Background: an optimization exercise with open tools, aiming at small area and a short achievable clock period. Do not read the settings as production practice. The RTL was checked by simulation tests, not by an equivalence proof against the original design. No driver is modelled on the clock port, so clock power and skew are understated where the tree is cut down; a real chip needs a root buffer or a tree.

==> job 2346: inputs <==
// sigma_delta_ADC
module sigma_delta_ADC(
    input clk,
    input reset,
    input [23:0] analog_in,
    output [32:0] digital_out
);
export LEC_CHECK = 0
export CAP_MARGIN = 20
export CORE_MARGIN = 2
export CORE_UTILIZATION = 40
export SETUP_SLACK_MARGIN = 2.3
export SLEW_MARGIN = 20
export SYNTH_HIERARCHICAL = 1
export SYNTH_MINIMUM_KEEP_SIZE = 0
create_clock -name core_clock -period 4.0 [get_ports {clk}]
standard.sh (not shown) runs the stock make flow with config.mk's settings and CLKGATE_MAP_FILE= SYNTH_SCRIPT=/design/flow/synth_recipe.tcl, a recipe that flattens the netlist after the stock synthesis.
==> flow/flow/run.sh <==
#!/bin/bash
# The standard layout (the standard.sh: its synthesis, floorplan, power grid,
# placement, CTS, routing), with one addition: after CTS, flow/clock_tree.tcl
# rebuilds the clock tree as two balanced buffer levels (the port drives
# CT_ROOTS root buffers, which drive CT_LEAVES leaf buffers at k-means centres
# of the flip-flops). The make output goes to make.log; each ORFS step's tool
# output is in orfs/logs/.
set -euo pipefail
here=$(pwd)
export CT_ROOTS=4
export CT_LEAVES=12
bash standard.sh POST_CTS_TCL="$here/flow/clock_tree.tcl" CT_ROOTS=$CT_ROOTS CT_LEAVES=$CT_LEAVES finish > "$here/make.log" 2>&1
==> flow/flow/clock_tree.tcl <==
# Rebuild the clock tree after CTS as two balanced levels: the clock port drives
# ROOTS root buffers, each driving its share of LEAVES leaf buffers placed at the
# centres of k-means clusters of the flip-flops. Every flip-flop is one leaf level
# below the port, so the tree stays balanced; it only has fewer levels than
# TritonCTS builds.
set nleaves [expr {[info exists ::env(CT_LEAVES)] ? $::env(CT_LEAVES) : 8}]
set nroots  [expr {[info exists ::env(CT_ROOTS)] ? $::env(CT_ROOTS) : 1}]
set leafcell [expr {[info exists ::env(CT_LEAF_CELL)] ? $::env(CT_LEAF_CELL) : "sky130_fd_sc_hd__clkbuf_16"}]
set rootcell [expr {[info exists ::env(CT_ROOT_CELL)] ? $::env(CT_ROOT_CELL) : "sky130_fd_sc_hd__clkbuf_16"}]

set block [ord::get_db_block]
set db [ord::get_db]
set clk_bterm [$block findBTerm clk]
set clk_net [$clk_bterm getNet]

# walk the existing tree from the port: buffers to delete, register clock pins to keep
set sinks {}
set bufs {}
set todo [list $clk_net]
while {[llength $todo]} {
  set net [lindex $todo 0]
  set todo [lrange $todo 1 end]
  foreach it [$net getITerms] {
    if {![$it isInputSignal]} { continue }
    set inst [$it getInst]
    set m [[$inst getMaster] getName]
    if {[string match "*clkbuf*" $m] || [string match "*__buf_*" $m] || [string match "*clkinv*" $m]} {
      lappend bufs $inst
      if {[string match "*clkinv*" $m]} {
        # a dummy load that CTS added for balance: it must drive nothing
        foreach o [$inst getITerms] {
          if {[$o isOutputSignal] && [$o getNet] ne "NULL" && [llength [[$o getNet] getITerms]] > 1} { error "inverter in clock tree: [$inst getName]" }
        }
        continue
      }
      foreach o [$inst getITerms] {
        if {[$o isOutputSignal] && [$o getNet] ne "NULL"} { lappend todo [$o getNet] }
      }
    } else {
      lappend sinks $it
    }
  }
}
puts "clock_tree: [llength $sinks] sinks, removing [llength $bufs] buffers"

# remove the old buffers and their output nets
foreach inst $bufs {
  foreach it [$inst getITerms] {
    set n [$it getNet]
    if {$n eq "NULL"} { continue }
    if {[$it isOutputSignal]} {
      foreach s [$n getITerms] { $s disconnect }
      odb::dbNet_destroy $n
    } else {
      $it disconnect
    }
  }
  odb::dbInst_destroy $inst
}
foreach s $sinks { if {[$s getNet] ne "NULL"} { $s disconnect } }

# k-means on the sink locations
set pts {}
foreach s $sinks {
  set b [[$s getInst] getBBox]
  lappend pts [list [expr {([$b xMin] + [$b xMax]) / 2.0}] [expr {([$b yMin] + [$b yMax]) / 2.0}]]
}
proc kmeans {pts k iters} {
  set n [llength $pts]
  set sorted [lsort -real -index 0 $pts]
  set cents {}
  # seed: spread along a space-filling order (sort by x, then stripes by y)
  for {set i 0} {$i < $k} {incr i} {
    lappend cents [lindex $sorted [expr {int(($i + 0.5) * $n / $k)}]]
  }
  set asg {}
  for {set it 0} {$it < $iters} {incr it} {
    set asg {}
    foreach p $pts {
      set best 0; set bd 1e30
      for {set c 0} {$c < $k} {incr c} {
        set cc [lindex $cents $c]
        set d [expr {pow([lindex $p 0]-[lindex $cc 0],2) + pow([lindex $p 1]-[lindex $cc 1],2)}]
        if {$d < $bd} { set bd $d; set best $c }
      }
      lappend asg $best
    }
    set sx {}; set sy {}; set cnt {}
    for {set c 0} {$c < $k} {incr c} { lappend sx 0.0; lappend sy 0.0; lappend cnt 0 }
    foreach p $pts a $asg {
      lset sx $a [expr {[lindex $sx $a] + [lindex $p 0]}]
      lset sy $a [expr {[lindex $sy $a] + [lindex $p 1]}]
      lset cnt $a [expr {[lindex $cnt $a] + 1}]
    }
    for {set c 0} {$c < $k} {incr c} {
      if {[lindex $cnt $c] > 0} {
        lset cents $c [list [expr {[lindex $sx $c] / [lindex $cnt $c]}] [expr {[lindex $sy $c] / [lindex $cnt $c]}]]
      }
    }
  }
  return [list $cents $asg]
}
lassign [kmeans $pts $nleaves 30] lcents lasg
set lcentpts {}
foreach c $lcents { lappend lcentpts $c }
if {$nroots > 1} {
  lassign [kmeans $lcentpts $nroots 30] rcents rasg
} else {
  set sx 0; set sy 0
  foreach c $lcents { set sx [expr {$sx + [lindex $c 0]}]; set sy [expr {$sy + [lindex $c 1]}] }
  set rcents [list [list [expr {$sx / $nleaves}] [expr {$sy / $nleaves}]]]
  set rasg {}
  foreach c $lcents { lappend rasg 0 }
}

set lm [$db findMaster $leafcell]
set rm [$db findMaster $rootcell]
proc place_at {inst x y} {
  $inst setLocation [expr {int($x)}] [expr {int($y)}]
  $inst setPlacementStatus PLACED
}
set roots {}
for {set r 0} {$r < $nroots} {incr r} {
  set inst [odb::dbInst_create $block $rm "ctroot_$r"]
  set net [odb::dbNet_create $block "ctroot_net_$r"]
  $net setSigType CLOCK
  [$inst findITerm A] connect $clk_net
  [$inst findITerm X] connect $net
  set c [lindex $rcents $r]
  place_at $inst [lindex $c 0] [lindex $c 1]
  lappend roots $net
}
for {set l 0} {$l < $nleaves} {incr l} {
  set inst [odb::dbInst_create $block $lm "ctleaf_$l"]
  set net [odb::dbNet_create $block "ctleaf_net_$l"]
  $net setSigType CLOCK
  [$inst findITerm A] connect [lindex $roots [lindex $rasg $l]]
  [$inst findITerm X] connect $net
  set c [lindex $lcents $l]
  place_at $inst [lindex $c 0] [lindex $c 1]
  set leafnet($l) $net
}
foreach s $sinks a $lasg { $s connect $leafnet($a) }
$clk_net setSigType CLOCK

detailed_placement
check_placement -verbose
estimate_parasitics -placement
set_propagated_clock [all_clocks]
report_clock_skew
report_clock_latency
puts "clock_tree: done"
==> job 1753 (differences from job 2346) <==
==> flow/run.sh (new file) <==
#!/bin/bash
# synth_recipe.tcl (not shown) runs the flow's synth.tcl, then flattens the netlist and writes it again
# the make line also repeats each setting of config.mk as NAME=value (left out here)
make -C /OpenROAD-flow-scripts/flow DESIGN_CONFIG=/design/flow/config.mk WORK_HOME=/design/flow/orfs CLKGATE_MAP_FILE= SYNTH_SCRIPT=/design/flow/synth_recipe.tcl finish
SETUP_SLACK_MARGIN = 2.4   (was 2.3)
removed: flow/flow/run.sh
removed: flow/flow/clock_tree.tcl
removed: flow/standard.sh
==> run notes <==
	job 1753	job 2346
Part of the cycle the worst path needs	50.39%	43.69%
Run status	complete, no violations	complete, no violations
Avg Vias per Cell	4.495	4.465
Aggregate global-route resource usage	13.04%	12.79%
Via count	10976	10836
Non-clock inverter instance count of the final layout	241	242
Final setup skew	0.01612 ns	0.03743 ns
Min Tclk post-route	2.016 ns	1.748 ns
Worst slew slack as a fraction of its limit	53.08%	64.57%
Fraction of layout cells with a size suffix above 1	25.05%	23.78%
Crit-path max cell delay	0.42 ns	0.41 ns
Vias in the first global route	10509	10060
In job 2346 the design's own scripts or RTL, not TritonCTS, make the clock network.

separate check: timing with driven ports:
How much do the figures lean on ideal ports? The routed layouts below were timed once more, with nothing changed but the port constraints.
Step 1 assumes that a clkbuf_16 drives the clock port and a buf_2 every other input.
Step 2 adds t to the input delays and takes it off the output delays; t is the mean of the earliest and latest rising clock arrival at the registers after step 1. Input paths then give back, and output paths get back, about the clock's delay inside the block.
Three values: ideal, step 1, step 2; two values: the first two.
| run | t, ns | setup slack, ns | latest minus earliest clock arrival (ns) |
|---|---|---|---|
| job 2346 | 0.395 | 2.252 / 2.158 / 2.006 | 0.038 / 0.037 |
| job 1753 | 0.601 | 1.984 / 1.933 / 1.800 | 0.019 / 0.018 |
After both steps setup and hold are still met in every run listed. For job 2346, which loses most, drivers alone change the setup slack by -0.094 ns; drivers and shift together by -0.246 ns.
